From an optimization exercise on the open Yosys and OpenROAD flow, aimed at small area; shortcuts taken in it are not production practice. In this exercise RTL edits were held to simulation tests only and were not proved equivalent to the original. Power and IR drop assume default switching activity.

== alpha ==
==> flow/design.v (excerpt) <==
module orionkeyboard
(
input				clk,
input				reset,
output              res_k,
output              turb_10,
output              turb_5,
output              turb_2,
output              rom_s,
output              cpm_s,
input				ps2_clk,
input				ps2_data,
input		[7:0]	rk_kb_scan,
output		[7:0]	rk_kb_out,
output      [1:0]   pref,
output				key_rus_lat,
output				key_us,
output				key_ss,
input				ind_rus_lat,
output		[7:0]	rk_kbo,
output              key_int
);
Size: roughly 41 I/O pins, roughly 0.0049 mm^2 of cells after synthesis.
clock: 10.0 ns
lec_check: 0
cap_margin: 20
core_margin: 2
core_utilization: 70
slew_margin: 20
standard.sh (not shown) runs the stock make flow with config.mk's settings and CLKGATE_MAP_FILE= SYNTH_SCRIPT=/design/flow/synth_recipe.tcl, a recipe that flattens the netlist after the stock synthesis.
==> flow/flow/run.sh <==
#!/bin/bash
# Own layout flow: the standard ORFS flow (standard synthesis unchanged),
# with the input/output port buffers made of sky130_fd_sc_hd__buf_1 and
# clock-tree synthesis without dummy loads. Each tool's output is in
# orfs/logs/; what each call of standard.sh prints is in synth.log and
# layout.log.
set -euo pipefail
export BUFFER_PORTS_ARGS="-buffer_cell sky130_fd_sc_hd__buf_1"
export CTS_ARGS="-sink_clustering_enable -repair_clock_nets -dont_use_dummy_load -buf_list sky130_fd_sc_hd__clkbuf_4"
bash standard.sh synth > synth.log 2>&1
bash standard.sh > layout.log 2>&1
Changes in beta relative to alpha:
Settings: swapping 70 for 40 in CORE_UTILIZATION.
==> flow/flow/run.sh <==
#!/bin/bash
# Own layout flow: the standard ORFS flow (standard synthesis unchanged),
# with the input/output port buffers made of sky130_fd_sc_hd__buf_1 and
# clock-tree synthesis without dummy loads, and power recovery (downsizing
# gates off the critical paths) after global routing. Each tool's output is in
# orfs/logs/; what each call of standard.sh prints is in synth.log and
# layout.log.
set -euo pipefail
export BUFFER_PORTS_ARGS="-buffer_cell sky130_fd_sc_hd__buf_1"
export RECOVER_POWER=100
export CTS_ARGS="-sink_clustering_enable -repair_clock_nets -dont_use_dummy_load -buf_list sky130_fd_sc_hd__clkbuf_4"
bash standard.sh synth > synth.log 2>&1
bash standard.sh > layout.log 2>&1
Notes after the runs:
To summarise beta: no stage aborted, but the layout did not pass its checks, failing on max-capacitance violations, max-slew violations. Wire: beta routes more than alpha. The routing usage on met2 of beta is lower than that of alpha. Going from alpha to beta, power went up, fraction of area in multi-input gates fell 0.57 points, die height rose by 31%. alpha has lower die area than beta.
> inputs changed (beta -> gamma)
Settings: putting ABC_AREA at 1 where nothing was set.
==> flow/flow/run.sh <==
#!/bin/bash
# Own layout flow: the standard ORFS flow (standard synthesis unchanged),
# with the input/output port buffers made of sky130_fd_sc_hd__buf_1 and
# clock-tree synthesis without dummy loads. Each tool's output is in
# orfs/logs/; what each call of standard.sh prints is in synth.log and
# layout.log.
set -euo pipefail
export BUFFER_PORTS_ARGS="-buffer_cell sky130_fd_sc_hd__buf_1"
export CTS_ARGS="-sink_clustering_enable -repair_clock_nets -dont_use_dummy_load -buf_list sky130_fd_sc_hd__clkbuf_4"
bash standard.sh synth > synth.log 2>&1
bash standard.sh > layout.log 2>&1
==> comparison <==
- gamma went all the way through synthesis, placement and routing and the layout is clean on timing, DRC and antenna.
- Going from beta to gamma, cell count after synthesis grew by about 15%, part of the total power dissipated in sequential elements comparable, sequential share of layout area now sits lower.
- Worst setup slack after placement for gamma is lower than for beta.
- Diff beta -> gamma: mux cell area share after synthesis shows a reduction of 1.2 points, sequential power decreased by about 0.8% relative to the old numbers, starting density of the core stayed essentially flat, final critical-path share of the clock period -6.7 points.
- Higher worst-case register-to-register setup slack was reported by gamma, not beta.
- Summary of gamma over beta: final number of max-transition violations down 119, final critical delay including setup and external delays went down by 670 ps.
The inputs of delta differ from those of gamma as listed below.
Settings: clearing ABC_AREA, which used to be 1.
==> flow/run.sh (new file) <==
#!/bin/bash
# synth_recipe.tcl (not shown) runs the flow's synth.tcl, then flattens the netlist and writes it again
# the make line also repeats each setting of config.mk as NAME=value (left out here)
make -C /OpenROAD-flow-scripts/flow DESIGN_CONFIG=/design/flow/config.mk WORK_HOME=/design/flow/orfs CLKGATE_MAP_FILE= SYNTH_SCRIPT=/design/flow/synth_recipe.tcl finish
removed: flow/flow/run.sh
removed: flow/standard.sh
- [diff] total wire length, delta relative to gamma: regression
- For the slew of the pin with the lowest slew margin, delta came in 27 ps higher than gamma did.
- Where worst slack on hold paths is concerned, gamma is better than delta.
- Diff gamma -> delta: final worst setup slack saw a decrease, wire length on met2 increased by 460 um relative to the old numbers.
- delta | stages: all done | timing, DRC, antenna: all pass


orionkeyboard again, from the RTL that the note above started with.
clock: 10.0 ns
lec_check: 0
cap_margin: 20
core_margin: 2
core_utilization: 40
slew_margin: 20
==> flow/flow/run.sh <==
#!/bin/bash
# Own layout flow: the standard ORFS flow (standard synthesis unchanged),
# with the input/output port buffers made of sky130_fd_sc_hd__buf_1 and
# clock-tree synthesis without dummy loads. Each tool's output is in
# orfs/logs/; what each call of standard.sh prints is in synth.log and
# layout.log.
set -euo pipefail
export BUFFER_PORTS_ARGS="-buffer_cell sky130_fd_sc_hd__buf_1"
export CTS_ARGS="-sink_clustering_enable -repair_clock_nets -dont_use_dummy_load -buf_list sky130_fd_sc_hd__clkbuf_4"
bash standard.sh synth > synth.log 2>&1
bash standard.sh > layout.log 2>&1
Then changed:
--- a/flow/config.mk
+++ b/flow/config.mk
@@ -8 +8 @@
-export CAP_MARGIN = 20
+export CAP_MARGIN = 0
@@ -11 +11 @@
-export SLEW_MARGIN = 20
+export SLEW_MARGIN = 0
Outcome:
- The new run completed without violations
- final cell count is about the same
- sequential cell count does not change
- via count fell by 1.3%
- clock power barely changes
- wire length is lower by 0.52%
- maximum frequency falls by 0.38%
- global-route usage stays flat
- clock-buffer cell count is unchanged
- total power is about the same
- area after synthesis is unchanged
- design area is about the same

-- separate check: timing with driven ports --
How much do the figures lean on ideal ports? The routed layouts below were timed once more, with nothing changed but the port constraints.
Step 1, drivers: a clkbuf_16 drives clk and a buf_2 each remaining input, both assumed.
Step 2 adds t to the input delays and takes it off the output delays; t is the mean of the earliest and latest rising clock arrival at the registers after step 1. Input paths then give back, and output paths get back, about the clock's delay inside the block.
Slacks: ideal ports / drivers / drivers and shift; pairs: ideal ports / drivers.
run | t (ns) | setup WS [ns] | worst slew at a driven data input, ns
alpha | 0.518 | 4.812 / 4.788 / 4.788 | 0.03
beta | 0.528 | 4.085 / 4.067 / 3.538 | 0.03
gamma | 0.542 | 4.756 / 4.727 / 4.727 | 0.03
delta | 0.448 | 3.972 / 3.945 / 3.945 | 0.04
the first run of note 2 | 0.527 | 4.787 / 4.763 / 4.763 | 0.03
the second run of note 2 | 0.512 | 4.767 / 4.742 / 4.742 | 0.04
For beta, which loses most, drivers alone change the setup slack by -0.018 ns; drivers and shift together by -0.547 ns.
